This is an optimization exercise on Yosys and OpenROAD, whose aim is small area and a short achievable clock period, not a production implementation. Where RTL was checked, it was by simulation tests only, not by an equivalence proof against the original. Function not checked in runs 1 and 2: the RTL went through the layout flow alone. No activity file was given, so power comes from the tool's default toggle rates.

### design.v
package alu_opcodes_pkg;
localparam ALU_OP_WIDTH = 5;
localparam ALU_ADD  = 5'b00000;
localparam ALU_SUB  = 5'b01000;
localparam ALU_XOR  = 5'b00100;
localparam ALU_OR   = 5'b00110;
localparam ALU_AND  = 5'b00111;
localparam ALU_SRA  = 5'b01101;
localparam ALU_SRL  = 5'b00101;
localparam ALU_SLL  = 5'b00001;
localparam ALU_LTS  = 5'b11100;
localparam ALU_LTU  = 5'b11110;
localparam ALU_GES  = 5'b11101;
localparam ALU_GEU  = 5'b11111;
localparam ALU_EQ   = 5'b11000;
localparam ALU_NE   = 5'b11001;
localparam ALU_SLTS = 5'b00010;
localparam ALU_SLTU = 5'b00011;
endpackage
package csr_pkg;
  localparam CSR_RW          = 3'b001;
  localparam CSR_RS          = 3'b010;
  localparam CSR_RC          = 3'b011;
  localparam CSR_RWI         = 3'b101;
  localparam CSR_RSI         = 3'b110;
  localparam CSR_RCI         = 3'b111;
  localparam MIE_ADDR        = 12'h304;
  localparam MTVEC_ADDR      = 12'h305;
  localparam MSCRATCH_ADDR   = 12'h340;
  localparam MEPC_ADDR       = 12'h341;
  localparam MCAUSE_ADDR     = 12'h342;
endpackage
package decoder_pkg;
  localparam LOAD_OPCODE     = 5'b00_000;
  localparam MISC_MEM_OPCODE = 5'b00_011;
  localparam OP_IMM_OPCODE   = 5'b00_100;
  localparam AUIPC_OPCODE    = 5'b00_101;
  localparam STORE_OPCODE    = 5'b01_000;
  localparam OP_OPCODE       = 5'b01_100;
  localparam LUI_OPCODE      = 5'b01_101;
  localparam BRANCH_OPCODE   = 5'b11_000;
  localparam JALR_OPCODE     = 5'b11_001;
  localparam JAL_OPCODE      = 5'b11_011;
  localparam SYSTEM_OPCODE   = 5'b11_100;
  localparam LDST_B          = 3'b000;
  localparam LDST_H          = 3'b001;
  localparam LDST_W          = 3'b010;
  localparam LDST_BU         = 3'b100;
  localparam LDST_HU         = 3'b101;
  localparam OP_A_RS1        = 2'b00;
  localparam OP_A_CURR_PC    = 2'b01;
  localparam OP_A_ZERO       = 2'b10;
  localparam OP_B_RS2        = 3'b000;
  localparam OP_B_IMM_I      = 3'b001;
  localparam OP_B_IMM_U      = 3'b010;
  localparam OP_B_IMM_S      = 3'b011;
  localparam OP_B_INCR       = 3'b100;
  localparam WB_EX_RESULT    = 2'd0;
  localparam WB_LSU_DATA     = 2'd1;
  localparam WB_CSR_DATA     = 2'd2;
endpackage
module rf_riscv(
  input  logic        clk_i,
  input  logic        write_enable_i,
  input  logic [4:0] write_addr_i,
  input  logic [4:0] read_addr1_i,
  input  logic [4:0] read_addr2_i,
  input  logic [31:0] write_data_i,
  output logic [31:0] read_data1_o,
  output logic [31:0] read_data2_o
);
logic [31:1][31:0] rf_q;
genvar i, b;
generate
  for (i = 1; i < 32; i++) begin : g_reg
    always_ff @(posedge clk_i)
      if (write_enable_i && write_addr_i == i) rf_q[i] <= write_data_i;
  end
endgenerate
logic [31:0] sel1_n, sel2_n;
rf_dec dec1 (.a_i(read_addr1_i), .sel_n_o(sel1_n));
rf_dec dec2 (.a_i(read_addr2_i), .sel_n_o(sel2_n));
generate
  for (b = 0; b < 32; b++) begin : g_bit
    logic [31:1] col;
    for (i = 1; i < 32; i++) begin : g_col
      assign col[i] = rf_q[i][b];
    end
    rf_mux m1 (.d_i(col), .sel_n_i(sel1_n), .y_o(read_data1_o[b]));
    rf_mux m2 (.d_i(col), .sel_n_i(sel2_n), .y_o(read_data2_o[b]));
  end
endgenerate
endmodule
module rf_dec(
  input  logic [4:0]  a_i,
  output logic [31:0] sel_n_o
);
assign sel_n_o = ~(32'b1 << a_i);
endmodule
module rf_mux(
  input  logic [31:1] d_i,
  input  logic [31:0] sel_n_i,
  output logic        y_o
);
logic [15:0] g_n;
rf_grp  grp (.d_i(d_i), .sel_n_i(sel_n_i), .g_n_o(g_n));
rf_and16 red (.g_n_i(g_n), .y_o(y_o));
endmodule
module rf_grp(
  input  logic [31:1] d_i,
  input  logic [31:0] sel_n_i,
  output logic [15:0] g_n_o
);
logic [31:0] t;
assign t = {d_i, 1'b0} | sel_n_i;
always_comb
  for (int k = 0; k < 16; k++) g_n_o[k] = ~(t[2*k] & t[2*k+1]);
endmodule
module rf_and16(
  input  logic [15:0] g_n_i,
  output logic        y_o
);
assign y_o = ~(|g_n_i);
endmodule
module riscv_core (
  input  logic        clk_i,
  input  logic        rst_i,
  input  logic [31:0] instr_i,
  input  logic [15:0] irq_req_i,
  output logic [31:0] instr_addr_o,
  output logic        mem_req_o,
  output logic        mem_we_o,
  output logic [ 3:0] mem_be_o,
  output logic [31:0] mem_addr_o,
  output logic [31:0] mem_wd_o,
  input  logic [31:0] mem_rd_i,
  input  logic        mem_ready_i,
  output logic [15:0] irq_ret_o
);
logic [31:0] PC;
logic ill_instr;
logic mret;
logic gpr_we;
logic csr_we;
logic [2:0] csr_op;
logic jal;
logic jalr;
logic branch;
logic mem_req;
logic mem_we;
logic JALR;
logic JAL;
logic NOP;
logic UI;
logic uiPC;
logic BRANCH;
logic [1:0] SYSTEM;
logic LOAD;
logic STORE;
logic RR;
logic RI;
logic shift_i;
always_comb
case (instr_i[6:2])
decoder_pkg::LOAD_OPCODE:
    begin
             LOAD = ((&instr_i[14:13])|(&instr_i[13:12]))? 1'b0 : 1'b1; JALR = 1'b0;  RR = 1'b0; RI = 1'b0;
             NOP = 1'b0; BRANCH = 1'b0; SYSTEM = 2'b0;  STORE  = 1'b0;   UI = 1'b0; uiPC = 1'b0; JAL = 1'b0; shift_i = 1'b0;  
    end
decoder_pkg::STORE_OPCODE:    
            begin
            STORE = (instr_i[14]|&instr_i[13:12])? 1'b0: 1'b1; JALR = 1'b0; JAL = 1'b0; shift_i = 1'b0; NOP = 1'b0; BRANCH = 1'b0; 
            SYSTEM = 2'b0; LOAD = 1'b0; RR = 1'b0; RI = 1'b0; UI = 1'b0; uiPC = 1'b0;
            end
decoder_pkg::MISC_MEM_OPCODE:  
       begin
            NOP = (|instr_i[14:12])? 1'b0: 1'b1 ; JALR = 1'b0; JAL = 1'b0; shift_i = 1'b0; BRANCH = 1'b0; SYSTEM = 2'b0;
            LOAD = 1'b0; STORE  = 1'b0;  RR = 1'b0; RI = 1'b0; UI = 1'b0; uiPC = 1'b0;
       end
decoder_pkg::OP_IMM_OPCODE:
    case (instr_i[14:12])
        3'b001: 
            case (instr_i[31:25])
                   7'b0: begin   shift_i = 1'b0; RI=1'b1; JALR = 1'b0; JAL = 1'b0; NOP = 1'b0; BRANCH = 1'b0;
                    SYSTEM = 2'b0; LOAD = 1'b0; STORE  = 1'b0;  RR = 1'b0; UI = 1'b0; uiPC = 1'b0;
                   end  
                   default: begin
                        JALR = 1'b0; JAL = 1'b0; shift_i = 1'b0; NOP = 1'b0; BRANCH = 1'b0; SYSTEM = 2'b0; 
                        LOAD = 1'b0; STORE  = 1'b0;  RR = 1'b0; RI = 1'b0; UI = 1'b0; uiPC = 1'b0;
                   end
            endcase
        3'b101:
            case (instr_i[31:25])
                   7'b0, 7'b0100000: begin shift_i = 1'b1; RI = 1'b1;
                   JALR = 1'b0; JAL = 1'b0; NOP = 1'b0; BRANCH = 1'b0; SYSTEM = 2'b0; LOAD = 1'b0; STORE  = 1'b0;  RR = 1'b0; UI = 1'b0; uiPC = 1'b0;
                   end        
                   default: begin
                        JALR = 1'b0; JAL = 1'b0; shift_i = 1'b0; NOP = 1'b0; BRANCH = 1'b0; SYSTEM = 2'b0; 
                        LOAD = 1'b0; STORE  = 1'b0;  RR = 1'b0; RI = 1'b0; UI = 1'b0; uiPC = 1'b0;
                   end
            endcase
        default: begin shift_i = 1'b0; RI = 1'b1;
        JALR = 1'b0; JAL = 1'b0; NOP = 1'b0; BRANCH = 1'b0; SYSTEM = 2'b0; LOAD = 1'b0; STORE  = 1'b0;  RR = 1'b0; UI = 1'b0; uiPC = 1'b0;
        end
    endcase
decoder_pkg::AUIPC_OPCODE: 
    begin
    uiPC = 1'b1; JALR = 1'b0; JAL = 1'b0; shift_i = 1'b0; NOP = 1'b0; BRANCH = 1'b0;
    SYSTEM = 2'b0; LOAD = 1'b0; STORE  = 1'b0;  RR = 1'b0; RI = 1'b0; UI = 1'b0; 
    end
decoder_pkg::OP_OPCODE:
    case (instr_i[31:25])
        7'b0: begin RR = 1'b1;
        JALR = 1'b0; JAL = 1'b0; shift_i = 1'b0; NOP = 1'b0; BRANCH = 1'b0; 
        SYSTEM = 2'b0; LOAD = 1'b0; STORE  = 1'b0; RI = 1'b0; UI = 1'b0; uiPC = 1'b0;
        end       
        7'b0100000: 
        case(instr_i[14:12])
            3'b000, 3'b101: begin RR = 1'b1; 
            JALR = 1'b0; JAL = 1'b0; shift_i = 1'b0; NOP = 1'b0; BRANCH = 1'b0; 
            SYSTEM = 2'b0; LOAD = 1'b0; STORE  = 1'b0; RI = 1'b0; UI = 1'b0; uiPC = 1'b0;
            end  
            default: 
                   begin
                        JALR = 1'b0; JAL = 1'b0; shift_i = 1'b0; NOP = 1'b0; BRANCH = 1'b0; SYSTEM = 2'b0; 
                        LOAD = 1'b0; STORE  = 1'b0;  RR = 1'b0; RI = 1'b0; UI = 1'b0; uiPC = 1'b0;
                   end
        endcase
    default:       begin
                        JALR = 1'b0; JAL = 1'b0; shift_i = 1'b0; NOP = 1'b0; BRANCH = 1'b0; SYSTEM = 2'b0; 
                        LOAD = 1'b0; STORE  = 1'b0;  RR = 1'b0; RI = 1'b0; UI = 1'b0; uiPC = 1'b0;
                   end
    endcase
decoder_pkg::LUI_OPCODE:    begin  
    UI = 1'b1; JALR = 1'b0; JAL = 1'b0; shift_i = 1'b0; NOP = 1'b0; BRANCH = 1'b0;
    SYSTEM = 2'b0; LOAD = 1'b0; STORE  = 1'b0;  RR = 1'b0; RI = 1'b0; uiPC = 1'b0;
    end 
decoder_pkg::BRANCH_OPCODE: 
    begin
        BRANCH = (~instr_i[14]&instr_i[13])? 1'b0: 1'b1;  shift_i = 1'b0; NOP = 1'b0; SYSTEM = 2'b0;
        LOAD = 1'b0; STORE  = 1'b0;  RR = 1'b0; RI = 1'b0; UI = 1'b0; uiPC = 1'b0; JALR = 1'b0; JAL = 1'b0;
    end
decoder_pkg::JALR_OPCODE:
 begin
        JALR = (|instr_i[14:12])?1'b0 : 1'b1; JAL = 1'b0; shift_i = 1'b0; NOP = 1'b0; BRANCH = 1'b0; SYSTEM = 2'b0;
        LOAD = 1'b0; STORE  = 1'b0;  RR = 1'b0; RI = 1'b0; UI = 1'b0; uiPC = 1'b0;
 end
decoder_pkg::JAL_OPCODE:    
    begin
    JAL = 1'b1; JALR = 1'b0; shift_i = 1'b0; NOP = 1'b0; BRANCH = 1'b0; SYSTEM = 2'b0;
    LOAD = 1'b0; STORE  = 1'b0;  RR = 1'b0; RI = 1'b0; UI = 1'b0; uiPC = 1'b0;
    end
decoder_pkg::SYSTEM_OPCODE: 
    case (instr_i[14:12])
        3'b100: 
                begin
                     JALR = 1'b0; JAL = 1'b0; shift_i = 1'b0; NOP = 1'b0; BRANCH = 1'b0; SYSTEM = 2'b0;
                     LOAD = 1'b0; STORE  = 1'b0;  RR = 1'b0; RI = 1'b0; UI = 1'b0; uiPC = 1'b0; 
                end
        3'b000: 
        case(instr_i[31:7])
            25'b10000000000000, 25'b0: 
            begin
                 JALR = 1'b0; JAL = 1'b0; shift_i = 1'b1; NOP = 1'b0; BRANCH = 1'b0; SYSTEM = 2'b01;
                 LOAD = 1'b0; STORE  = 1'b0;  RR = 1'b0; RI = 1'b0; UI = 1'b0; uiPC = 1'b0; 
            end
            25'b0011000000100000000000000: 
            begin
                 JALR = 1'b0; JAL = 1'b0; shift_i = 1'b0; NOP = 1'b0; BRANCH = 1'b0; SYSTEM = 2'b10;
                 LOAD = 1'b0; STORE  = 1'b0;  RR = 1'b0; RI = 1'b0; UI = 1'b0; uiPC = 1'b0;
            end 
            default: 
            begin 
                 JALR = 1'b0; JAL = 1'b0; shift_i = 1'b0; NOP = 1'b0; BRANCH = 1'b0; SYSTEM = 2'b0;
                  LOAD = 1'b0; STORE  = 1'b0;  RR = 1'b0; RI = 1'b0; UI = 1'b0; uiPC = 1'b0;
             end
        endcase
        default:
        begin
            SYSTEM = 2'b11; JALR = 1'b0; JAL = 1'b0; shift_i = 1'b0; NOP = 1'b0; BRANCH = 1'b0;
            LOAD = 1'b0; STORE  = 1'b0;  RR = 1'b0; RI = 1'b0; UI = 1'b0; uiPC = 1'b0;
        end
    endcase
default: 
    begin 
        JALR = 1'b0; JAL = 1'b0; shift_i = 1'b0; NOP = 1'b0; BRANCH = 1'b0; SYSTEM = 2'b0;
        LOAD = 1'b0; STORE  = 1'b0;  RR = 1'b0; RI = 1'b0; UI = 1'b0; uiPC = 1'b0; 
    end
endcase
assign ill_instr = ~(JALR|JAL|NOP|BRANCH|SYSTEM[1]|LOAD|STORE|RR|RI|UI|uiPC)|(~(&instr_i[1:0]))|(SYSTEM[0]&shift_i);
assign mret   = SYSTEM[1]&(~SYSTEM[0]);
assign gpr_we   = ((!ill_instr)&((&SYSTEM) |JAL|JALR|LOAD|RI|RR|UI|uiPC))? 1'b1: 1'b0;
assign csr_we   = (&SYSTEM) &(!ill_instr)? 1'b1 : 1'b0;
assign csr_op   = (&SYSTEM)&(!ill_instr)? instr_i[14:12] : 3'b0;
assign jal      = JAL &(!ill_instr)? 1'b1 : 1'b0 ;
assign jalr     = JALR &(!ill_instr)? 1'b1 : 1'b0;
assign branch   = BRANCH &(!ill_instr)? 1'b1 : 1'b0;
assign mem_req  = (LOAD|STORE)&(!ill_instr)? 1'b1 : 1'b0;
assign mem_we   = STORE&(!ill_instr)? 1'b1 : 1'b0;
logic [2:0] f3;
assign f3 = instr_i[14:12];
logic op6, op5, op4, op3, op2;
assign {op6, op5, op4, op3, op2} = instr_i[6:2];
logic store_fmt;
assign store_fmt = ~op6 & op5 & ~op4;
logic [31:0] imm_I;
logic [31:0] imm_U;
logic [31:0] imm_B;
logic [31:0] imm_J;
logic [31:0] imm_LS;
logic [31:0] imm_PC;
assign imm_I  = { {20{instr_i[31]}}, instr_i[31:20]};
assign imm_U  = {instr_i[31:12], 12'h000};
assign imm_B  = { {20{instr_i[31]}}, instr_i[7], instr_i[30:25], instr_i[11:8], 1'b0};
assign imm_J  = { {12{instr_i[31]}}, instr_i[19:12], instr_i[20], instr_i[30:21], 1'b0};
assign imm_LS = { {21{instr_i[31]}}, instr_i[30:25], store_fmt ? instr_i[11:7] : instr_i[24:20]};
assign imm_PC = op3 ? imm_J : (op4 ? imm_U : imm_B);
logic [31:0] rd_1;
logic [31:0] rd_2;
logic [31:0] wb_data;
logic        we_r;
rf_riscv register_file (.clk_i(clk_i),
                        .write_enable_i(we_r),
                        .write_addr_i(instr_i[11:7]),
                        .read_addr1_i(instr_i[19:15]),
                        .read_addr2_i(instr_i[24:20]),
                        .write_data_i(wb_data),
                        .read_data1_o(rd_1),
                        .read_data2_o(rd_2));
logic [31:0] alu_b;
logic        alu_sub;
logic        alu_flag;
logic [31:0] alu_result;
assign alu_b   = (op5 & ~op2 & (op4 | op6)) ? rd_2 : imm_I;
assign alu_sub = (op6 & ~op4 & ~op2) |
                 (~op6 & op4 & ~op2 & ((f3[2:1] == 2'b01) | ((f3 == 3'b000) & op5 & instr_i[30])));
logic [32:0] alu_sum;
assign alu_sum = {1'b0, rd_1} + {1'b0, alu_b ^ {32{alu_sub}}} + {32'b0, alu_sub};
logic ltu, lts, eq;
assign ltu = ~alu_sum[32];
assign lts = (rd_1[31] ^ alu_b[31]) ? rd_1[31] : alu_sum[31];
assign eq  = (rd_1 == alu_b);
logic        sh_left;
logic [31:0] sh_in, sh_out, sh_rev;
logic [32:0] sh_ext;
assign sh_left = ~f3[2];
always_comb
  for (int k = 0; k < 32; k++) sh_in[k] = sh_left ? rd_1[31-k] : rd_1[k];
assign sh_ext = $signed({instr_i[30] & rd_1[31] & ~sh_left, sh_in}) >>> alu_b[4:0];
assign sh_out = sh_ext[31:0];
always_comb
  for (int k = 0; k < 32; k++) sh_rev[k] = sh_out[31-k];
always_comb
  case (f3)
    3'b000:  alu_result = alu_sum[31:0];
    3'b001:  alu_result = sh_rev;
    3'b010:  alu_result = {31'b0, lts};
    3'b011:  alu_result = {31'b0, ltu};
    3'b100:  alu_result = rd_1 ^ alu_b;
    3'b101:  alu_result = sh_out;
    3'b110:  alu_result = rd_1 | alu_b;
    default: alu_result = rd_1 & alu_b;
  endcase
always_comb
  case (f3)
    3'b000:  alu_flag = eq;
    3'b001:  alu_flag = ~eq;
    3'b100:  alu_flag = lts;
    3'b101:  alu_flag = ~lts;
    3'b110:  alu_flag = ltu;
    3'b111:  alu_flag = ~ltu;
    default: alu_flag = 1'b0;
  endcase
logic        irq;
logic        trap;
logic        exc_set;
logic        exc_h;
logic        irq_h;
logic        irq_ready;
logic [15:0] masked_irq;
logic [15:0] cause;
logic [15:0] irq_ret;
logic [31:0] mie;
assign exc_set    = ill_instr | exc_h;
assign irq_ready  = ~(irq_h | exc_set);
assign masked_irq = irq_req_i & mie[15:0];
always_comb begin
  cause = 16'b0;
  for (int k = 15; k >= 0; k--)
    if (masked_irq[k]) cause = 16'b1 << k;
  cause = cause & {16{irq_ready}};
end
assign irq  = |cause;
assign trap = ill_instr | irq;
always_ff @(posedge clk_i)
  exc_h <= exc_set & ~mret & ~rst_i;
always_ff @(posedge clk_i)
  irq_h <= (irq_h | irq) & ~(mret & ~exc_set) & ~rst_i;
always_ff @(posedge clk_i)
  if (rst_i)    irq_ret <= 16'b0;
  else if (irq) irq_ret <= cause;
assign irq_ret_o = (mret & ~exc_set) ? irq_ret : 16'b0;
logic [31:0] mtvec;
logic [31:0] mscratch;
logic [31:0] mepc;
logic [31:0] mcause;
logic [31:0] csr_rd;
logic [31:0] csr_src;
logic [31:0] csr_wd;
logic [31:0] trap_cause;
logic        sel_mie, sel_mtvec, sel_mscratch, sel_mepc, sel_mcause;
logic [11:0] csr_addr;
assign csr_addr     = instr_i[31:20];
assign sel_mie      = csr_addr == csr_pkg::MIE_ADDR;
assign sel_mtvec    = csr_addr == csr_pkg::MTVEC_ADDR;
assign sel_mscratch = csr_addr == csr_pkg::MSCRATCH_ADDR;
assign sel_mepc     = csr_addr == csr_pkg::MEPC_ADDR;
assign sel_mcause   = ~(sel_mie | sel_mtvec | sel_mscratch | sel_mepc);
assign csr_rd = ({32{sel_mie}}      & mie)      |
                ({32{sel_mtvec}}    & mtvec)    |
                ({32{sel_mscratch}} & mscratch) |
                ({32{sel_mepc}}     & mepc)     |
                ({32{sel_mcause}}   & mcause);
assign csr_src = csr_op[2] ? {27'b0, instr_i[19:15]} : rd_1;
always_comb
  case (csr_op[1:0])
    2'b01:   csr_wd = csr_src;
    2'b10:   csr_wd = csr_src | csr_rd;
    default: csr_wd = ~csr_src & csr_rd;
  endcase
assign trap_cause = ill_instr ? 32'h0000_0002 : {12'h800, cause, 4'h0};
always_ff @(posedge clk_i) begin
  if (rst_i) mie      <= 32'b0; else if (csr_we & sel_mie)      mie      <= csr_wd;
  if (rst_i) mtvec    <= 32'b0; else if (csr_we & sel_mtvec)    mtvec    <= csr_wd;
  if (rst_i) mscratch <= 32'b0; else if (csr_we & sel_mscratch) mscratch <= csr_wd;
  if (rst_i) mepc     <= 32'b0; else if (trap) mepc   <= PC;         else if (csr_we & sel_mepc)   mepc   <= csr_wd;
  if (rst_i) mcause   <= 32'b0; else if (trap) mcause <= trap_cause; else if (csr_we & sel_mcause) mcause <= csr_wd;
end
logic [31:0] next_PC;
logic [31:0] PC_4;
logic [31:0] PC_target;
logic [31:0] agu;
logic        stall;
logic        stall_reg;
logic        jump_flag;
riscv_agu agu_unit (.rs1_i(rd_1), .imm_i(imm_LS[11:0]), .sum_o(agu));
assign PC_target = PC + imm_PC;
assign PC_4      = {PC[31:2] + 30'd1, PC[1:0]};
assign jump_flag = jal | (alu_flag & branch);
assign next_PC = mret ? mepc :
                 trap ? mtvec :
                 jalr ? {agu[31:1], 1'b0} :
                 jump_flag ? PC_target : PC_4;
always_ff @(posedge clk_i)
  if (rst_i) PC <= 32'b0;
  else if (~stall | trap) PC <= next_PC;
assign instr_addr_o = PC;
assign we_r = gpr_we & ~(stall | trap);
logic [31:0] load_data;
always_comb
  if (op6)       wb_data = op4 ? csr_rd : PC_4;             
  else if (~op4) wb_data = load_data;                       
  else if (op2)  wb_data = op5 ? imm_U : PC_target;         
  else           wb_data = alu_result;                      
assign mem_req_o  = mem_req & ~trap;
assign mem_we_o   = mem_we & ~trap;
assign mem_addr_o = agu;
assign stall = ~(mem_ready_i & stall_reg) & mem_req_o;
always_ff @(posedge clk_i)
  stall_reg <= ~rst_i & stall;
always_comb
  case (f3)
    decoder_pkg::LDST_B: mem_be_o = 4'b0001 << agu[1:0];
    decoder_pkg::LDST_H: mem_be_o = agu[1] ? 4'b1100 : 4'b0011;
    default:             mem_be_o = 4'b1111;
  endcase
always_comb
  case (f3)
    decoder_pkg::LDST_B: mem_wd_o = {4{rd_2[7:0]}};
    decoder_pkg::LDST_H: mem_wd_o = {2{rd_2[15:0]}};
    default:             mem_wd_o = rd_2;
  endcase
logic [7:0]  ld_byte;
logic [15:0] ld_half;
assign ld_byte = mem_rd_i[8*agu[1:0] +: 8];
assign ld_half = agu[1] ? mem_rd_i[31:16] : mem_rd_i[15:0];
always_comb
  case (f3)
    decoder_pkg::LDST_B:  load_data = {{24{ld_byte[7]}}, ld_byte};
    decoder_pkg::LDST_BU: load_data = {24'b0, ld_byte};
    decoder_pkg::LDST_H:  load_data = {{16{ld_half[15]}}, ld_half};
    decoder_pkg::LDST_HU: load_data = {16'b0, ld_half};
    default:              load_data = mem_rd_i;
  endcase
endmodule
module riscv_agu (
  input  logic [31:0] rs1_i,
  input  logic [11:0] imm_i,
  output logic [31:0] sum_o
);
logic [12:0] lo;
logic [19:0] hi_inc, hi_dec;
assign lo     = {1'b0, rs1_i[11:0]} + {1'b0, imm_i};
always_comb
  for (int k = 0; k < 20; k++) begin
    hi_inc[k] = rs1_i[12+k] ^ (&(rs1_i[12 +: 20] | ~(20'hfffff >> (20 - k))));
    hi_dec[k] = rs1_i[12+k] ^ ~(|(rs1_i[12 +: 20] & (20'hfffff >> (20 - k))));
  end
assign sum_o  = {(imm_i[11] == lo[12]) ? rs1_i[31:12] :
                 (lo[12] ? hi_inc : hi_dec), lo[11:0]};
endmodule
module riscv_cpu (
  input  logic        clk_i,
  input  logic        rst_i,
  output logic [31:0] instr_addr_o,
  input  logic [31:0] instr_i,
  output logic        mem_req_o,
  output logic        mem_we_o,
  output logic [ 3:0] mem_be_o,
  output logic [31:0] mem_addr_o,
  output logic [31:0] mem_wd_o,
  input  logic [31:0] mem_rd_i,
  input  logic        mem_ready_i,
  input  logic [15:0] irq_req_i,
  output logic [15:0] irq_ret_o
);
riscv_core core (
  .clk_i        (clk_i),
  .rst_i        (rst_i),
  .instr_i      (instr_i),
  .irq_req_i    (irq_req_i),
  .instr_addr_o (instr_addr_o),
  .mem_req_o    (mem_req_o),
  .mem_we_o     (mem_we_o),
  .mem_be_o     (mem_be_o),
  .mem_addr_o   (mem_addr_o),
  .mem_wd_o     (mem_wd_o),
  .mem_rd_i     (mem_rd_i),
  .mem_ready_i  (mem_ready_i),
  .irq_ret_o    (irq_ret_o)
);
endmodule
### flow/run.sh
#!/bin/bash
# The standard layout (standard.sh), with two changes to how the layout
# is optimised; the clock period, SDC and all constraints are unchanged:
#  * repair_timing aims for extra setup slack, so the flow works on the real
#    critical paths instead of stopping once the 26 ns period is met;
#  * port buffers are plain buffers rather than clock-delay cells.
set -o pipefail
export SETUP_SLACK_MARGIN=11.5
export BUFFER_PORTS_ARGS="-buffer_cell sky130_fd_sc_hd__buf_2"
bash standard.sh > standard.log 2>&1
### standard.sh
#!/bin/bash
# synth_recipe.tcl (not shown) runs the flow's synth.tcl, then flattens the netlist and writes it again
# the make line also repeats each setting of config.mk as NAME=value (left out here)
make -C /OpenROAD-flow-scripts/flow DESIGN_CONFIG=/design/flow/config.mk WORK_HOME=/design/flow/orfs CLKGATE_MAP_FILE= SYNTH_SCRIPT=/design/flow/synth_recipe.tcl "${@:-finish}"
### config.mk
export PLATFORM = sky130hd
export DESIGN_NAME = riscv_cpu
export DESIGN_NICKNAME = riscv_cpu
export VERILOG_FILES = /design/flow/design.v
export SDC_FILE = /design/flow/constraint.sdc
export NUM_CORES = 4
export LEC_CHECK = 0
export CAP_MARGIN = 20
export CORE_MARGIN = 2
export CORE_UTILIZATION = 40
export CTS_BUF_LIST = sky130_fd_sc_hd__clkbuf_8
export CTS_CLUSTER_DIAMETER = 60
export CTS_CLUSTER_SIZE = 16
export PLACE_DENSITY = 0.6
export SLEW_MARGIN = 20
export SYNTH_HIERARCHICAL = 1
### constraint.sdc
create_clock -name core_clock -period 26.0 [get_ports {clk_i}]
set_input_delay 5.2000 -clock core_clock [delete_from_list [all_inputs] [get_ports {clk_i}]]
set_output_delay 5.2000 -clock core_clock [all_outputs]
set_load 0.01 [all_outputs]
==> impl_metrics.tcl, run 1 <==
set metrics [dict create \
    outcome "no timing/DRC/antenna violations" \
    synthAdderAreaFrac_pct 2.88 \
    num_rows 145 \
    ant_nets 0 \
    die_x_um 400 \
    crit_required_ps 20800 \
    area_growth_pct 15.7 \
    initial_core_util_pct 40.3 \
    yosys.area_share.simple_pct 13.0 \
    die_area_mm2 0.160 \
    cp.arrival_ps 9410 \
    root_buffer "clkbuf_8" \
    max_clock_freq_ghz 0.0684 \
    power_density_mw_per_mm2 60.8 \
    start_kind "input pin" \
    synth_fp_nets 6055 \
    endpoint_kind "primary output" \
    seq_area_frac_synth_pct 54.1 \
    drive_gt1_share_pct 16.5 \
    gp_congestion 1.13 \
    dr_total_vias 60861 \
    grt_max_degree 84 \
    p_leak_nw 24.7 \
    cts_tree "yes" \
    worstSetupPathType "input pin to primary output" \
    period_share_pct 56.2 \
    min_period_ps 14610 \
    maxSlewViolCount 0 \
    synth_edf_count 992 \
    tightest_slew_ps 1340 \
    top_register "core.register_file.rf_q" \
    vdd_drop_max_mv 0.0390 \
    netlist_instances 5829 \
    core_area_mm2 0.156 \
    yosysWarnings 10 \
    synth.avg_cell_area_um2 10.8 \
    whs_ps 458 \
    antenna_found_initial 70 \
    synth_top_family_by_area "compound AO/OA/AOI/OAI gates" \
    io_buffers 200 \
    synth_compound_area_share_pct 22.3 \
    fp.dieH_um 400 \
    avgRoutedWirePerCell_um 38.6 \
    hpwl_um 211000 \
    synthDistinctLibCells 105 \
    dp.cells 8061 \
    grt_overflow 0 \
    h-tree-depth 3 \
    clkTransAtPathRegs_ps 90 \
    tns_ps 0 \
    finalSetupViolCount 0 \
    drc_errors 0 \
    clk_latency_ps 940 \
    cts.sinks 1203 \
    layout.cells.non_filler 8323 \
    fin_area_mm2 0.0727 \
    vias_per_cell 7.31 \
    p_total_mw 4.42 \
    rsz0062_at_grt "yes" \
    grt_pass1_vias 54336 \
    cts_buffers 103 \
    drt-total-wl_um 322000 \
    synth_mux_area_share_pct 3.11 \
    relSlewSlack_pct 10.1 \
    dr.pass1.iters 9 \
    pin_count 201 \
    largest_register_ffs 992 \
    hold_viol 0 \
    grtUsageTotal_pct 37.6 \
    fillers 14193 \
    placed_area_mm2 0.0680 \
    synth-xor-area-share_pct 2.06 \
    cp_max_fo 19 \
    grt_pass1_wl_um 431000 \
    ys_ff_latch 1203 \
    worstHoldPathType "register to register" \
    drtIter0Drc 12315 \
    clock_path_buffers 3 \
    cap_violations 0 \
    async_flop_share_pct 0 \
    synth_ff_type "edfxtp_1" \
    synth_area_mm2 0.0628 \
    final_nets 6395 \
    fin_skew_ps 113 \
]
synth_stat cells, types with 23 or more instances:
library cell | count | share of area, %
o211ai_1 | 23 | 0.27
a32oi_1 | 24 | 0.33
mux2_2 | 42 | 0.75
nand3_1 | 95 | 0.76
inv_1 | 94 | 0.56
nor4_1 | 288 | 2.9
nor3_1 | 81 | 0.65
nand4_1 | 29 | 0.29
nor2b_1 | 30 | 0.30
dfxtp_1 | 211 | 6.7
nand2_1 | 420 | 2.5
a222oi_1 | 36 | 0.57
and2_1 | 32 | 0.32
a31oi_1 | 46 | 0.46
and4_1 | 70 | 0.98
a211oi_1 | 160 | 1.9
o22ai_1 | 1024 | 10
nor2_1 | 427 | 2.6
nand2b_1 | 29 | 0.29
xor2_1 | 26 | 0.36
buf_2 | 47 | 0.37
buf_1 | 36 | 0.22
xnor2_1 | 122 | 1.7
a21oi_1 | 313 | 2.5
a22oi_1 | 32 | 0.38
clkbuf_1 | 199 | 1.2
o21ai_1 | 68 | 0.54
a21o_1 | 54 | 0.65
mux2i_1 | 104 | 1.7
a221oi_1 | 46 | 0.64
and3_1 | 24 | 0.24
edfxtp_1 | 992 | 47
ha_1 | 140 | 2.8
o21ai_0 | 152 | 1.2
per-stage QoR:
step / util, % / worst slack [ps]
after floorplan: - / 12000
after global placement: 43.6 / 10180
after detailed placement: 43.6 / 10140
after CTS: 45.8 / 11480
after global routing: 46.6 / 11430
final: 46.6 / 11390
Yosys stat by module, one instance, submodules excluded, excerpt:
module	cell area, um^2	times used	cells inside	flops+latches
rf_and16	33.8	64	5	0
rf_dec	236	2	47	0
rf_grp	98.8	64	16	0
rf_riscv	30000	1	1041	992
riscv_agu	1090	1	151	0
riscv_core	22700	1	3199	211
cell families (layout without fill, tap and decap cells):
group	count (synthesis)	in the layout
adders and majority gates	143	143
DFF	1203	1203
other	0	32
and+or+nand+nor	1618	1618
xor gates and xnor gates	148	148
buffers and inverters	396	800
AOI/OAI and AO/OA	2155	2155
muxes	166	166
power by group:
group | internal [mW] | switching (mW)
clock | 0.534 | 0.716
combinational | 0.293 | 0.758
sequential | 2.12 | 0.000795
routing by layer:
| metal | up-vias | track usage [%] | wire length [um] |
|---|---|---|---|
| li1 | 24405 | - | - |
| met1 | 29518 | 48.9 | 116000 |
| met2 | 5655 | 51.7 | 127000 |
| met3 | 1225 | 15.2 | 53200 |
| met4 | 58 | 23.4 | 25500 |
| met5 | - | 0 | 386 |
critical path, cell delays in order:
cell     delay (ps)
buf_2           530
nor2_1          340
nand2_1         770
buf_4           460
o22ai_1         150
nor4_1          720
and4_1          720
nor2_1          180
a21oi_1         170
buf_2           150
cells in the final DEF, fill, tap and decap left out, types with 69 or more instances in the layout:
cell type / instances
o22ai_1: 1023
nand2_1: 392
xnor2_1: 122
nor2_1: 399
buf_2: 195
ha_1: 140
nor3_1: 73
clkbuf_8: 103
nor4_1: 187
o21ai_0: 138
o21ai_1: 69
dfxtp_1: 211
a211oi_1: 158
inv_1: 105
edfxtp_1: 992
a21oi_1: 312
nand3_1: 95
buf_4: 270
mux2i_1: 104
repair_timing:
action                                  CTS  global route
endpoints found under the hold margin     0             0
buffers inserted                         15            23
hold buffers                              0             0
pin swaps                                20            26
gates resized for setup                 194           109
gates cloned                              0            20
endpoints found under the setup margin   34            20
path summary, 6_finish.rpt:
| path | from | to | depth (start not counted) | slack, ps |
|---|---|---|---|---|
| max | instr_i[22] | mem_wd_o[25] | 10 | 11390 |
| min | core.irq_ret[4] | core.irq_ret[4] | 2 | 460 |
| max reg2reg | core.register_file.rf_q[736] | core.register_file.rf_q[344] | 21 | 18010 |
| min reg2reg | core.irq_ret[4] | core.irq_ret[4] | 2 | 460 |
area by class of cell:
class	instances	area (um^2)	share of cell area (%)
antenna	32	80.1	0.110
clock buffer	103	1420	1.95
clock inverter	66	885	1.22
inverter	99	372	0.511
multi-input combinational	4230	29000	39.9
sequential	1203	34000	46.8
tap	2058	2570	3.54
timing repair buffer	532	4350	5.98
==> run 2, diff against run 1 <==
--- a/config.mk
+++ b/config.mk
@@ -11,4 +11,4 @@
 export CTS_BUF_LIST = sky130_fd_sc_hd__clkbuf_8
-export CTS_CLUSTER_DIAMETER = 60
-export CTS_CLUSTER_SIZE = 16
+export CTS_CLUSTER_DIAMETER = 50
+export CTS_CLUSTER_SIZE = 14
 export PLACE_DENSITY = 0.6
@@ -16 +16,2 @@
 export SYNTH_HIERARCHICAL = 1
+export TNS_END_PERCENT = 10
==> run 2 against run 1 <==
Still clean. Die area stayed put. Cell area up 0.20%. Wire length rose by 0.26%. Clock power up 9%. Critical path type unchanged. Highest routed layer unchanged.
==> impl_metrics.tcl, run 2 <==
set metrics [dict create \
    outcome "no timing/DRC/antenna violations" \
    grt_overflow 0 \
    synth_fp_nets 6055 \
    finalSetupViolCount 0 \
    clock_path_buffers 3 \
    top_register "core.register_file.rf_q" \
    crit_required_ps 20800 \
    highest_layer "met5" \
    pwr-share-seq_pct 46.7 \
    relSlewSlack_pct 12.4 \
    vdd_drop_max_mv 0.0532 \
    synth_top_area_cell "edfxtp_1" \
    gp_congestion 1.13 \
    vias_per_cell 7.33 \
    root_buffer "clkbuf_8" \
    largest_register_ffs 992 \
    async_flop_share_pct 0 \
    fin_skew_ps 99.0 \
    rsz0062_at_grt "yes" \
    yosysWarnings 10 \
    synth_area_leaders "edfxtp_1 (47%), o22ai_1 (10%), dfxtp_1 (6.7%), nor4_1 (2.9%), ha_1 (2.8%)" \
    internal_power_mw 3.01 \
    cp.arrival_ps 9400 \
    p_leak_nw 24.7 \
    die_area_mm2 0.160 \
    switching_power_mw 1.52 \
    core_area_mm2 0.156 \
    yosys-top-cells-count "o22ai_1 (1024), edfxtp_1 (992), nor2_1 (427), nand2_1 (420), a21oi_1 (313)" \
    ys_ff_latch 1203 \
    swShare_pct 33.6 \
    min_period_ps 14600 \
    final_common_cell "o22ai_1" \
    synth_edf_count 992 \
    drtIter0Drc 11477 \
    met3_wirelength_um 54100 \
    power_density_mw_per_mm2 62.2 \
    tightest_slew_ps 1300 \
    p_total_mw 4.53 \
    crit_end "mem_addr_o[30]" \
    seq_area_frac_synth_pct 54.1 \
    r2r-start "core.register_file.rf_q[736]" \
    dr_total_vias 61252 \
    fillers 14223 \
    fin_ws_ps 11400 \
    worst_r2r_path_depth 21 \
    combPwrFrac_pct 23.3 \
    fp.dieH_um 400 \
    dr.pass1.iters 9 \
    final_nets 6406 \
    grt_max_degree 84 \
    cts_tree "yes" \
    initial_core_util_pct 40.3 \
    netlist_instances 5829 \
    clkTransAtPathRegs_ps 70 \
    synthDistinctLibCells 105 \
    synth.top_cell.area_share_pct 47.4 \
    avgRoutedWirePerCell_um 38.6 \
    antenna_found_initial 69 \
    synth.avg_cell_area_um2 10.8 \
    synth_ff_type "edfxtp_1" \
    place_ws_ps 10140 \
    power_frac_clock_pct 30.0 \
    cts.sinks 1203 \
    clk_latency_ps 950 \
    io_buffers 200 \
    hpwl_um 211000 \
    cts_buffers 131 \
    h-tree-depth 4 \
    grtUsageTotal_pct 37.8 \
    final_cell_mix "o22ai_1 (1024), edfxtp_1 (992), nor2_1 (399)" \
    drt-total-wl_um 322000 \
    rrSetupSlack_ps 17810 \
    maxSlewViolCount 0 \
    num_rows 145 \
    max_clock_freq_ghz 0.0685 \
    wl_met2_um 127000 \
    startpoint "instr_i[19]" \
    drc_errors 0 \
    hold_viol 0 \
    tns_ps 0 \
    start_kind "input pin" \
    pin_count 201 \
    worstSetupPathType "input pin to primary output" \
    period_share_pct 56.1 \
    ant_nets 0 \
    synth_area_mm2 0.0628 \
    die_x_um 400 \
    synth.most_common_cell "o22ai_1" \
    wl_met1_um 115000 \
    endpoint_kind "primary output" \
    timing.rr.end "core.register_file.rf_q[536]" \
    drive_gt1_share_pct 16.9 \
    cap_violations 0 \
    grt_pass1_vias 54581 \
    worstHoldPathType "register to register" \
    grt_pass1_wl_um 432000 \
    area_growth_pct 16.0 \
    cp_max_fo 16 \
    worstHoldPathCells 2 \
]
==> run 2: changes by cell type in the layout (fill, tap and decap cells not counted), sizes merged <==
| cell | change |
|---|---|
| bufinv | -5 |
| inv | +2 |
| clkinv | +15 |
| buf | -14 |
| clkbuf | +27 |
| o21a | +1 |
| diode | -5 |
| clkinvlp | +10 |
==> run 2: power by group through the flow <==
stage          Combinational [mW]  Clock, mW  Sequential (mW)
5_1_grt                      1.05       1.44             2.12
6_report                     1.05       1.36             2.12
2_1_floorplan               0.491          0             2.16
4_1_cts                     0.965       1.37             2.12
3_3_place_gp                0.940          0             2.16
3_5_place_dp                0.942          0             2.16
==> run 2: cell type report <==
| class | count | area (um^2) | area share (%) |
|---|---|---|---|
| Sequential cell | 1203 | 34000 | 46.7 |
| Multi-Input combinational cell | 4231 | 29000 | 39.8 |
| Timing Repair Buffer | 514 | 4080 | 5.60 |
| Tap cell | 2058 | 2570 | 3.53 |
| Clock buffer | 134 | 1840 | 2.53 |
| Clock inverter | 88 | 886 | 1.22 |
| Inverter | 99 | 372 | 0.510 |
| Antenna cell | 27 | 67.6 | 0.0927 |
==> run 2: per-module statistics from Yosys, one instance, submodules excluded, a selection <==
module / cells inside / area [um^2] / copies in the design / flip-flops and latches
rf_riscv: 1041 / 30000 / 1 / 992
riscv_core: 3199 / 22700 / 1 / 211
riscv_agu: 151 / 1090 / 1 / 0
rf_dec: 47 / 236 / 2 / 0
rf_grp: 16 / 98.8 / 64 / 0
rf_and16: 5 / 33.8 / 64 / 0
==> run 2: how the worst min path moves through the flow <==
stage                     start          endpoint  slack (ps)
6_report       core.irq_ret[14]  core.irq_ret[14]         450
3_5_place_dp   core.irq_ret[14]  core.irq_ret[14]         440
2_1_floorplan  core.irq_ret[13]  core.irq_ret[13]         430
4_1_cts        core.irq_ret[14]  core.irq_ret[14]         450
5_1_grt         core.irq_ret[9]   core.irq_ret[9]         480
3_3_place_gp   core.irq_ret[13]  core.irq_ret[13]         440
==> run 2: timing repair <==
item | in CTS | in global routing
gates resized for setup | 193 | 100
setup buffers | 15 | 9
gates cloned | 1 | 16
pin swaps | 21 | 21
setup endpoints to repair | 34 | 22
hold buffers | 0 | 0
==> run 2: critical path, stage by stage <==
cell     delay (ps)
buf_4           210
nor2b_4         170
buf_4           190
nand2_4         170
buf_12          210
o22ai_1         130
nor4_1          690
and4_1          310
buf_4           430
nand2_1         100
or4_4           550
nor4b_4         320
buf_4           180
a32oi_1         110
xnor2_1         220
buf_2           170
==> run 2: stage by stage <==
stage | instance area [um^2] | hold slack (ps) | std cells | util [%]
2_1_floorplan | 62800 | 427 | 5829 | -
4_1_cts | 71800 | 454 | 8299 | 46.0
3_5_place_dp | 68000 | 444 | 8061 | 43.6
3_3_place_gp | 68000 | 439 | 8060 | 43.6
6_report | 72900 | 452 | 8354 | 46.7
5_1_grt | 72800 | 475 | 8332 | 46.7
==> run 2: cells by family (layout without fill, tap and decap cells) <==
logic type	Yosys count	count (layout)	synth area share, %
multiplexers	166	166	3.11
AO/OA/AOI/OAI	2155	2156	22.3
XOR/XNOR	148	148	2.06
flip-flops	1203	1203	54.1
other	0	27	0
AND/OR/NAND/NOR	1618	1618	13.0
buffers and inverters	396	835	2.57
adder cells (fa/ha/maj)	143	143	2.88
==> run 2: routing by layer <==
layer | up-vias | GRT usage [%]
met5 | - | 0
met4 | 64 | 23.3
li1 | 24430 | -
met2 | 5778 | 51.9
met3 | 1258 | 16.0
met1 | 29722 | 48.8
==> run 3, diff against run 2 <==
--- a/design.v
+++ b/design.v
@@ -381,3 +381,5 @@
 logic [15:0] cause;
-logic [15:0] irq_ret;
+logic        irq_ret_v;      
+logic [3:0]  irq_ret_idx;    
+logic [3:0]  cause_idx;
 logic [31:0] mie;
@@ -398,6 +400,13 @@
   irq_h <= (irq_h | irq) & ~(mret & ~exc_set) & ~rst_i;
+always_comb begin
+  cause_idx = 4'd0;
+  for (int k = 0; k < 16; k++)
+    if (cause[k]) cause_idx = cause_idx | 4'(k);
+end
+always_ff @(posedge clk_i)
+  if (rst_i)    irq_ret_v <= 1'b0;
+  else if (irq) irq_ret_v <= 1'b1;
 always_ff @(posedge clk_i)
-  if (rst_i)    irq_ret <= 16'b0;
-  else if (irq) irq_ret <= cause;
-assign irq_ret_o = (mret & ~exc_set) ? irq_ret : 16'b0;
+  if (irq) irq_ret_idx <= cause_idx;
+assign irq_ret_o = (mret & ~exc_set & irq_ret_v) ? (16'b1 << irq_ret_idx) : 16'b0;
 logic [31:0] mtvec;
==> flow/run.sh (replaced) <==
#!/bin/bash
# The standard layout (standard.sh), with changes only to how the layout
# is optimised; the clock period, SDC and all constraints are unchanged:
#  * repair_timing aims for extra setup slack, so the flow works on the real
#    critical paths instead of stopping once the 26 ns period is met;
#  * port buffers are plain buffers rather than clock-delay cells.
# If the routed layout is left with an antenna violation, the layout is made
# once more with a slightly different placement density.
set -o pipefail
export SETUP_SLACK_MARGIN=11.5
export BUFFER_PORTS_ARGS="-buffer_cell sky130_fd_sc_hd__buf_2"

bash standard.sh > standard.log 2>&1
status=$?

ant=orfs/reports/sky130hd/riscv_cpu/base/drt_antennas.log
if [[ $status -ne 0 || ! -f out/final.def ]] || grep -q VIOLATED "$ant" 2>/dev/null; then
  echo "first layout unusable (status $status); retrying" > retry.log
  mv orfs orfs_try1
  mv standard.log standard_try1.log
  rm -f out/final.def
  sed -E 's/PLACE_DENSITY=0.6 /PLACE_DENSITY=0.62 /' standard.sh > standard_retry.sh
  bash standard_retry.sh > standard.log 2>&1
fi
--- a/config.mk
+++ b/config.mk
@@ -7,3 +7,3 @@
 export LEC_CHECK = 0
-export CAP_MARGIN = 20
+export CAP_MARGIN = 5
 export CORE_MARGIN = 2
@@ -14,4 +14,3 @@
 export PLACE_DENSITY = 0.6
-export SLEW_MARGIN = 20
+export SLEW_MARGIN = 5
 export SYNTH_HIERARCHICAL = 1
-export TNS_END_PERCENT = 10
==> run 3 against run 2 <==
Hold slack better by 21 ps. Synthesized cell count shrank 1.7%. The layout now fails its checks (capacitance limit, slew limit). Combinational power is essentially flat. Fmax decreased by 0.25%. Critical endpoint is now mem_wd_o[24]. Critical path depth down 6.
==> impl_metrics.tcl, run 3 <==
set metrics [dict create \
    final_common_cell "edfxtp_1" \
    crit_required_ps 20800 \
    clkTransAtPathRegs_ps 80 \
    drive_gt1_share_pct 17.2 \
    layout.cells.non_filler 8237 \
    die_area_mm2 0.159 \
    grtUsageTotal_pct 37.5 \
    start_kind "input pin" \
    ant_nets 0 \
    antenna_found_initial 32 \
    avgRoutedWirePerCell_um 37.8 \
    rsz0062_at_grt "no" \
    synth_area_mm2 0.0625 \
    endpoint_kind "primary output" \
    fin_ws_ps 11370 \
    synth.avg_cell_area_um2 10.9 \
    so_faults "capacitance limit, slew limit" \
    cts.sinks 1192 \
    fillers 14269 \
    place_ws_ps 9990 \
    final_nets 6307 \
    cp_max_fo 32 \
    root_buffer "clkbuf_8" \
    tightest_slew_ps 1560 \
    hpwl_um 203000 \
    final_core_util_pct 46.5 \
    rrSetupSlack_ps 17340 \
    ys_ff_latch 1192 \
    relSlewSlack_pct -4.71 \
    cts_buffers 130 \
    grt_overflow 0 \
    vdd_drop_max_mv 0.0440 \
    core_area_mm2 0.156 \
    synth_ff_type "edfxtp_1" \
    period_share_pct 56.3 \
    drtIter0Drc 10653 \
    worstHoldPathCells 2 \
    max_clock_freq_ghz 0.0683 \
    seq_area_frac_synth_pct 54.2 \
    fp.dieH_um 399 \
    vias_per_cell 7.17 \
    worstHoldPathType "register to register" \
    synth_fp_nets 5954 \
    synth_edf_count 996 \
    worstSetupPathType "input pin to primary output" \
    top_register "core.register_file.rf_q" \
    final_cell_mix "edfxtp_1 (996), o22ai_1 (988), nor2_1 (485)" \
    num_rows 145 \
    pin_count 201 \
    synth_top_area_cell "edfxtp_1" \
    maxSlewViolCount 2 \
    synth.most_common_cell "edfxtp_1" \
    p_leak_nw 24.6 \
    grt_pass1_wl_um 423000 \
    timing.rr.end "core.PC[23]" \
    p_total_mw 4.58 \
    initial_core_util_pct 40.1 \
    clock_path_buffers 3 \
    cts_tree "yes" \
    synthDistinctLibCells 95 \
    outcome "finished with violations" \
    hold_viol 0 \
    die_x_um 399 \
    worst_r2r_path_depth 22 \
    drc_errors 0 \
    cp.arrival_ps 9430 \
    finalSetupViolCount 0 \
    dp.cells 7965 \
    area_growth_pct 15.9 \
    synth_area_leaders "edfxtp_1 (48%), o22ai_1 (9.9%), dfxtp_1 (6.3%), nor2_1 (3.1%), ha_1 (2.8%)" \
    cts_hold_buf 0 \
    synth.top_cell.area_share_pct 47.9 \
    dr_total_vias 59085 \
    io_buffers 200 \
    grt_pass1_vias 53187 \
    hp-start "core.irq_ret_v" \
    tns_ps 0 \
    min_period_ps 14630 \
    largest_register_ffs 992 \
    yosys-top-cells-count "edfxtp_1 (996), o22ai_1 (990), nor2_1 (515), nand2_1 (301), a21oi_1 (282)" \
    yosysWarnings 10 \
    hold_end "core.irq_ret_v" \
    async_flop_share_pct 0 \
    clk_latency_ps 940 \
    r2r-start "core.register_file.rf_q[673]" \
    grt_max_degree 67 \
    gp_congestion 1.05 \
    fin_skew_ps 87.7 \
    power_density_mw_per_mm2 63.2 \
    h-tree-depth 4 \
    netlist_instances 5728 \
    dr.pass1.iters 8 \
    cap_violations 1 \
    drt-total-wl_um 311000 \
]
-- run 3: worst max-delay path by stage --
stage	from	end	cells after the start	slack, ps
2_1_floorplan	instr_i[19]	mem_addr_o[25]	15	12000
3_3_place_gp	instr_i[18]	mem_addr_o[25]	15	10020
3_5_place_dp	instr_i[18]	mem_addr_o[23]	15	9990
4_1_cts	instr_i[17]	mem_addr_o[25]	16	11500
5_1_grt	instr_i[17]	mem_addr_o[31]	17	11460
6_report	instr_i[22]	mem_wd_o[24]	10	11370
-- run 3: per-module statistics from Yosys (local to each module, per instance), excerpt --
module      copies in the design  cells inside  flip-flops and latches
rf_riscv                       1          1041                     992
riscv_core                     1          3098                     200
riscv_agu                      1           151                       0
rf_dec                         2            47                       0
rf_grp                        64            16                       0
rf_and16                      64             5                       0
-- run 3: through the flow --
| step | hold WS (ps) | area, um^2 |
|---|---|---|
| after global routing | 517 | 72400 |
| after floorplan | 432 | 62500 |
| after global placement | 443 | 67600 |
| final | 473 | 72400 |
| after detailed placement | 459 | 67600 |
| after CTS | 477 | 71500 |
-- run 3: final cells by class --
cell class	instances	area (um^2)	area share, %
Antenna cell	13	32.5	0.0449
Clock buffer	135	1860	2.57
Clock inverter	82	1100	1.52
Inverter	105	394	0.544
Multi-Input combinational cell	4159	28800	39.7
Sequential cell	1192	33800	46.7
Tap cell	2058	2570	3.56
Timing Repair Buffer	493	3850	5.31
-- run 3: worst max-delay path, cell delays in order --
cell     delay (ps)
buf_2           460
nor2_1          360
nand2_1         160
buf_4           460
o22ai_1         200
nor4_2         1220
and4_1          440
nor2_1           70
a21oi_1         550
buf_2           250
-- run 3: kinds of logic (layout without fill, tap and decap cells) --
logic type,count (synthesis),in the layout,share of synthesized area (%)
AOI/OAI and AO/OA,2129,2129,21.9
xor gates and xnor gates,142,142,1.99
adders and majority gates,143,143,2.90
buffers and inverters,377,815,2.39
DFF,1192,1192,54.2
muxes,223,223,4.43
other,0,13,0
and+or+nand+nor,1522,1522,12.2
-- run 3: power by group --
part           total, mW  internal [mW]  switching, mW
combinational       1.03          0.291          0.742
sequential          2.11           2.11        0.00191
clock               1.44          0.689          0.748
-- run 3: timing repair --
item                                    4_1_cts  5_1_grt
buffers inserted                              4       25
resized for setup                           177       94
cloned                                        2        9
pin swaps                                     9       23
endpoints found under the setup margin       40       28
-- run 3: per-layer routing --
| layer | part of all wire, % | GRT usage, % | vias to the layer above |
|---|---|---|---|
| met3 | 14 | 11.6 | 1143 |
| li1 | - | - | 24035 |
| met1 | 35 | 47.7 | 28708 |
| met2 | 41 | 53.2 | 5167 |
| met5 | 0.080 | 0 | - |
| met4 | 9.6 | 28.6 | 32 |
==> run 4, diff against run 3 <==
--- a/flow/run.sh
+++ b/flow/run.sh
@@ -9,3 +9,3 @@
 set -o pipefail
-export SETUP_SLACK_MARGIN=11.5
+export SETUP_SLACK_MARGIN=12
 export BUFFER_PORTS_ARGS="-buffer_cell sky130_fd_sc_hd__buf_2"
--- a/config.mk
+++ b/config.mk
@@ -7,3 +7,3 @@
 export LEC_CHECK = 0
-export CAP_MARGIN = 5
+export CAP_MARGIN = 20
 export CORE_MARGIN = 2
@@ -14,3 +14,3 @@
 export PLACE_DENSITY = 0.6
-export SLEW_MARGIN = 5
+export SLEW_MARGIN = 20
 export SYNTH_HIERARCHICAL = 1
==> run 4 against run 3 <==
Now clean on timing, DRC and antenna. Combinational power is 13% higher. Final cell count is 3.3% higher. Critical path depth is 5 higher. Worst setup slack better by 240 ps. Synthesized cell count stayed put. Register-to-register slack better by 250 ps. Clock power is 4% lower. Count of clock-buffer cells in the layout is 4 lower. Cell area is 6.7% higher. Utilization is 3.1 points higher.
==> impl_metrics.tcl, run 4 <==
set metrics [dict create \
    area_growth_pct 23.7 \
    yosysWarnings 10 \
    synth_area_leaders "edfxtp_1 (48%), o22ai_1 (9.9%), dfxtp_1 (6.3%), nor2_1 (3.1%), ha_1 (2.8%)" \
    layout.cells.non_filler 8506 \
    vias_per_cell 7.25 \
    num_rows 145 \
    synth.top_cell.area_share_pct 47.9 \
    cts_hold_buf 0 \
    crit_required_ps 20800 \
    drt-total-wl_um 335000 \
    io_buffers 200 \
    drc_errors 0 \
    clkTransAtPathRegs_ps 90 \
    dr.pass1.iters 7 \
    synth_top_area_cell "edfxtp_1" \
    max_clock_freq_ghz 0.0695 \
    clk_latency_ps 1000 \
    fillers 13741 \
    ant_nets 0 \
    power_density_mw_per_mm2 60.2 \
    maxSlewViolCount 0 \
    cp_max_fo 17 \
    synth.avg_cell_area_um2 10.9 \
    h-tree-depth 4 \
    yosys-top-cells-count "edfxtp_1 (996), o22ai_1 (990), nor2_1 (515), nand2_1 (301), a21oi_1 (282)" \
    fp.dieH_um 399 \
    synth_fp_nets 5954 \
    synth_area_mm2 0.0625 \
    avgRoutedWirePerCell_um 39.3 \
    clock_path_buffers 3 \
    pin_count 201 \
    die_area_mm2 0.159 \
    grt_overflow 0 \
    final_cell_mix "edfxtp_1 (996), o22ai_1 (949), nor2_1 (482)" \
    top_register "core.register_file.rf_q" \
    drtIter0Drc 10496 \
    period_share_pct 55.4 \
    largest_register_ffs 992 \
    cts.sinks 1192 \
    grt_pass1_vias 55216 \
    drive_gt1_share_pct 23.0 \
    min_period_ps 14390 \
    ys_ff_latch 1192 \
    initial_core_util_pct 40.1 \
    synthDistinctLibCells 95 \
    synth.most_common_cell "edfxtp_1" \
    relSlewSlack_pct 9.55 \
    multi_input_area_mm2 0.0305 \
    cp.arrival_ps 9190 \
    vdd_drop_max_mv 0.0644 \
    antenna_found_initial 55 \
    cap_violations 0 \
    tightest_slew_ps 1340 \
    cts_buffers 130 \
    rsz0062_at_grt "yes" \
    async_flop_share_pct 0 \
    endpoint_kind "primary output" \
    final_core_util_pct 49.6 \
    outcome "no timing/DRC/antenna violations" \
    worstSetupPathType "input pin to primary output" \
    netlist_instances 5728 \
    dp.cells 7979 \
    start_kind "input pin" \
    final_nets 6558 \
    place_ws_ps 10230 \
    die_x_um 399 \
    tns_ps 0 \
    fin_skew_ps 103 \
    core_area_mm2 0.156 \
    gp_congestion 1.05 \
    fin_ws_ps 11610 \
    final_common_cell "edfxtp_1" \
    p_leak_nw 26.7 \
    dr_total_vias 61703 \
    cts_tree "yes" \
    worstHoldPathType "register to register" \
    synth_edf_count 996 \
    register_area_mm2 0.0338 \
    synth_ff_type "edfxtp_1" \
    root_buffer "clkbuf_8" \
    p_total_mw 4.65 \
    hpwl_um 207000 \
    grtUsageTotal_pct 40.6 \
    grt_pass1_wl_um 450000 \
    finalSetupViolCount 0 \
    seq_area_frac_synth_pct 54.2 \
    hold_viol 0 \
    grt_max_degree 76 \
]
run 4: timing repair:
item	in CTS	in global routing
resized for setup	484	134
pin swaps	82	75
setup buffers	147	82
cloned	38	7
endpoints found under the setup margin	69	40
run 4: cell families after synthesis:
logic type / Yosys count / share of synthesized area [%]
fa+ha+maj: 143 / 2.90
simple gates: 1522 / 12.2
buf+inv: 377 / 2.39
flops: 1192 / 54.2
mux: 223 / 4.43
compound gates: 2129 / 21.9
xor+xnor: 142 / 1.99
run 4: final timing paths:
check	from	endpoint	slack, ps	cells after the start
worst max-delay path	instr_i[16]	mem_addr_o[30]	11610	15
worst min-delay path	core.exc_h	core.exc_h	490	2
worst max register to register	core.register_file.rf_q[769]	core.register_file.rf_q[213]	17590	19
worst min register to register	core.exc_h	core.exc_h	490	2
run 4: critical path: stages:
cell and delay [ps]:
buf_16 130, and3b_2 300, nand2_8 160, buf_12 130, buf_16 160, buf_4 200, buf_4 170, o22ai_1 90
nor4_1 1080, and4_1 410, buf_4 420, nor2_1 140, a32oi_1 220, xnor2_1 170, buf_2 170
run 4: per-layer routing:
metal	track usage, %	part of all wire [%]	vias up
li1	-	-	24603
met1	48.6	34	29789
met2	56.5	40	5757
met3	17.2	16	1516
met4	33.5	11	38
met5	0	0.072	-
run 4: per-module statistics from Yosys (local to each module, per instance), a selection:
module,cell area [um^2],cells,flip-flops and latches,copies in the design
riscv_core,22400,3098,200,1
rf_and16,33.8,5,0,64
rf_grp,98.8,16,0,64
riscv_agu,1090,151,0,1
rf_dec,236,47,0,2
rf_riscv,30000,1041,992,1
run 4: area by class of cell:
class,count,share of cell area (%)
multi-input cells,4165,39.5
clock buffers,131,2.33
clock inverters,89,1.29
repair buffers,738,9.15
flip-flops and latches,1192,43.8
diodes,28,0.0907
well taps,2058,3.33
inverters,105,0.510
run 4: metrics by stage:
step / cell area (um^2) / hold slack [ps]
final: 77200 / 491
after global routing: 77200 / 516
after CTS: 75500 / 491
after detailed placement: 67800 / 475
after global placement: 67700 / 444
after floorplan: 62500 / 432
run 4: power breakdown:
group	internal, mW	leakage, nW	switching (mW)	total, mW
clock network	0.615	1.43	0.767	1.38
logic	0.361	14.8	0.797	1.16
registers	2.11	10.5	0.00184	2.11
==> run 5, diff against run 4 <==
--- a/flow/run.sh
+++ b/flow/run.sh
@@ -9,3 +9,3 @@
 set -o pipefail
-export SETUP_SLACK_MARGIN=12
+export SETUP_SLACK_MARGIN=11
 export BUFFER_PORTS_ARGS="-buffer_cell sky130_fd_sc_hd__buf_2"
==> run 5 against run 4 <==
Sequential share of layout area up 3.9 points. Critical endpoint is now mem_wd_o[24]. Largest cell class unchanged. Combinational power down 12%. Non-clock buffer count shrank 283. Synthesized cell count stayed put.
==> impl_metrics.tcl, run 5 <==
set metrics [dict create \
    outcome "no timing/DRC/antenna violations" \
    io_buffers 200 \
    cp_max_fo 49 \
    p_leak_nw 23.7 \
    crit_required_ps 20800 \
    synth.top_cell.area_share_pct 47.9 \
    hpwl_um 203000 \
    seq_area_frac_synth_pct 54.2 \
    swShare_pct 33.4 \
    drt-total-wl_um 307000 \
    path_delay_family "simple AND/OR/NAND/NOR gates" \
    grtUsageTotal_pct 37.3 \
    num_rows 145 \
    fillers 14478 \
    drtIter0Drc 10265 \
    vdd_drop_max_mv 0.0445 \
    tns_ps 0 \
    final_common_cell "edfxtp_1" \
    min_period_ps 15060 \
    grt_pass1_wl_um 421000 \
    worstSetupPathType "input pin to primary output" \
    root_buffer "clkbuf_8" \
    area_growth_pct 13.5 \
    synth.avg_cell_area_um2 10.9 \
    synth_fp_nets 5954 \
    gp_congestion 1.05 \
    clock_path_buffers 3 \
    final_cell_mix "edfxtp_1 (996), o22ai_1 (990), nor2_1 (484)" \
    dr_total_vias 58628 \
    ant_nets 0 \
    netlist_instances 5728 \
    drc_errors 0 \
    largest_register_ffs 992 \
    fin_ws_ps 10940 \
    top_register "core.register_file.rf_q" \
    combPwrFrac_pct 23.0 \
    die_x_um 399 \
    grt_pass1_vias 53279 \
    avgRoutedWirePerCell_um 37.5 \
    rsz0062_at_grt "yes" \
    synth_ff_type "edfxtp_1" \
    endpoint_kind "primary output" \
    whs_ps 470 \
    clkTransAtPathRegs_ps 90 \
    async_flop_share_pct 0 \
    place_ws_ps 9970 \
    cts_buffers 121 \
    drive_gt1_share_pct 15.7 \
    grt_max_degree 67 \
    cts.sinks 1192 \
    cp.arrival_ps 9860 \
    die_area_mm2 0.159 \
    p_total_mw 4.42 \
    pin_count 201 \
    dr.pass1.iters 7 \
    post-cts-setup-buffers 0 \
    final_nets 6260 \
    power_density_mw_per_mm2 62.4 \
    power_frac_clock_pct 29.4 \
    register_area_mm2 0.0338 \
    synth.most_common_cell "edfxtp_1" \
    hold_viol 0 \
    pwr-share-seq_pct 47.6 \
    start_kind "input pin" \
    max_clock_freq_ghz 0.0664 \
    synthDistinctLibCells 95 \
    clk_latency_ps 950 \
    cpPeakStageDelay_ps 880 \
    finalSetupViolCount 0 \
    ys_ff_latch 1192 \
    vias_per_cell 7.16 \
    crit_slowest_cell "and4_1" \
    switching_power_mw 1.48 \
    yosys-top-cells-count "edfxtp_1 (996), o22ai_1 (990), nor2_1 (515), nand2_1 (301), a21oi_1 (282)" \
    internal_power_mw 2.95 \
    relSlewSlack_pct 7.30 \
    critPathBufInv 4 \
    h-tree-depth 3 \
    final_core_util_pct 45.5 \
    fin_skew_ps 121 \
    tightest_slew_ps 1380 \
    cap_violations 0 \
    fp.dieH_um 399 \
    maxSlewViolCount 0 \
    antenna_found_initial 37 \
    synth_edf_count 996 \
    multi_input_area_mm2 0.0284 \
    yosysWarnings 10 \
    cts_tree "yes" \
    core_area_mm2 0.156 \
    synth_area_leaders "edfxtp_1 (48%), o22ai_1 (9.9%), dfxtp_1 (6.3%), nor2_1 (3.1%), ha_1 (2.8%)" \
    worstHoldPathType "register to register" \
    crit_chain "buf_4, buf_4, and3b_1, nand2_1, buf_4, o22ai_1, nor4_1, and4_1, mux2i_1, a21oi_1, buf_2" \
    synth_top_area_cell "edfxtp_1" \
    crit_top_cell "buf_4" \
    initial_core_util_pct 40.1 \
    period_share_pct 57.9 \
    grt_overflow 0 \
    synth_area_mm2 0.0625 \
]
## run 5: cell count changes in the layout (fill, tap and decap cells not counted), moves of 41 or more
cell     before  now
o22ai_1     949  990
nand2_1     258  300
nor4_1      133  197
buf_4       390  229
buf_12       74    0
nor4_4       62   21
## run 5: final timing paths
kind	slack (ps)	cells past startpoint	to	start
worst max-delay path	10940	11	mem_wd_o[24]	instr_i[20]
worst max register to register	17580	22	core.PC[22]	core.register_file.rf_q[673]
worst min-delay path	470	2	core.irq_ret_v	core.irq_ret_v
worst min register to register	470	2	core.irq_ret_v	core.irq_ret_v
## run 5: worst min-delay path: stages, from the launching register on
cell     delay (ps)
dfxtp_1         330
nor2_1           40
nor2_1           70
## run 5: kinds of logic (layout without fill, tap and decap cells)
logic type | count (synthesis) | after routing | share of synthesized area [%]
compound gates | 2129 | 2129 | 21.9
xor+xnor | 142 | 142 | 1.99
fa+ha+maj | 143 | 143 | 2.90
buf+inv | 377 | 763 | 2.39
flops | 1192 | 1192 | 54.2
mux | 223 | 223 | 4.43
other cells | 0 | 20 | 0
simple gates | 1522 | 1522 | 12.2
## run 5: layout make-up
class	instances	area share (%)
Clock buffer	121	2.35
Timing Repair Buffer	455	4.33
Clock inverter	82	1.29
Inverter	105	0.556
Sequential cell	1192	47.7
Antenna cell	20	0.0706
Multi-Input combinational cell	4159	40.1
Tap cell	2058	3.63
## run 5: timing repair
action	in CTS	in global routing
pin swaps	0	2
hold buffers	0	0
cloned	0	0
endpoints found under the setup margin	24	22
gates resized for setup	48	47
## run 5: metal layers
layer / track usage, % / up-vias / routed length [um]
li1: - / 23944 / -
met1: 46.8 / 28587 / 109000
met2: 52.8 / 4963 / 126000
met3: 12.6 / 1108 / 43100
met4: 28.4 / 26 / 29200
met5: 0 / - / 172
## run 5: power by group through the flow
stage | Sequential (mW) | Clock [mW] | Combinational, mW
final | 2.11 | 1.30 | 1.02
after global routing | 2.11 | 1.38 | 1.03
after CTS | 2.11 | 1.31 | 0.951
after detailed placement | 2.15 | 0 | 0.944
after global placement | 2.15 | 0 | 0.937
after floorplan | 2.15 | 0 | 0.492
## run 5: per-module statistics from Yosys, one instance, submodules excluded, a selection
module      flops+latches  copies in the design  cell area, um^2
rf_and16                0                    64             33.8
rf_dec                  0                     2              236
rf_grp                  0                    64             98.8
rf_riscv              992                     1            30000
riscv_agu               0                     1             1090
riscv_core            200                     1            22400
## run 5: metrics by stage
stage,cells,area [um^2]
after floorplan,5728,62500
after global placement,7965,67600
after detailed placement,7968,67700
after CTS,8171,70500
after global routing,8174,70900
final,8192,70900

what the ideal ports hide:
The results above use ideal ports. As a check the final layouts listed here were re-extracted and re-timed, cells and wires unchanged. Step 1 assumes that a clkbuf_16 drives the clock port and a buf_2 every other input. Step 2 also shifts input and output timing later by t, the mid clock arrival at the registers, as if the neighbouring blocks saw the same clock. Three values: ideal ports, drivers, drivers and shift; two values: the first two.
| run | shift t [ns] | setup WS [ns] | slew at the worst register clock pin (ns) | worst slew at a driven data input, ns |
|---|---|---|---|---|
| run 1 | 0.961 | 11.390 / 11.298 / 11.298 | 0.11 / 0.11 | 0.16 |
| run 2 | 0.978 | 11.404 / 11.296 / 11.296 | 0.10 / 0.10 | 0.16 |
| run 3 | 0.981 | 11.367 / 11.292 / 10.853 | 0.10 / 0.10 | 0.11 |
| run 4 | 1.041 | 11.608 / 11.405 / 11.067 | 0.10 / 0.10 | 0.25 |
| run 5 | 0.980 | 10.936 / 10.860 / 10.860 | 0.10 / 0.10 | 0.10 |
The setup slack of run 4, which loses most, moves by -0.203 ns with the drivers and by -0.541 ns with both steps.
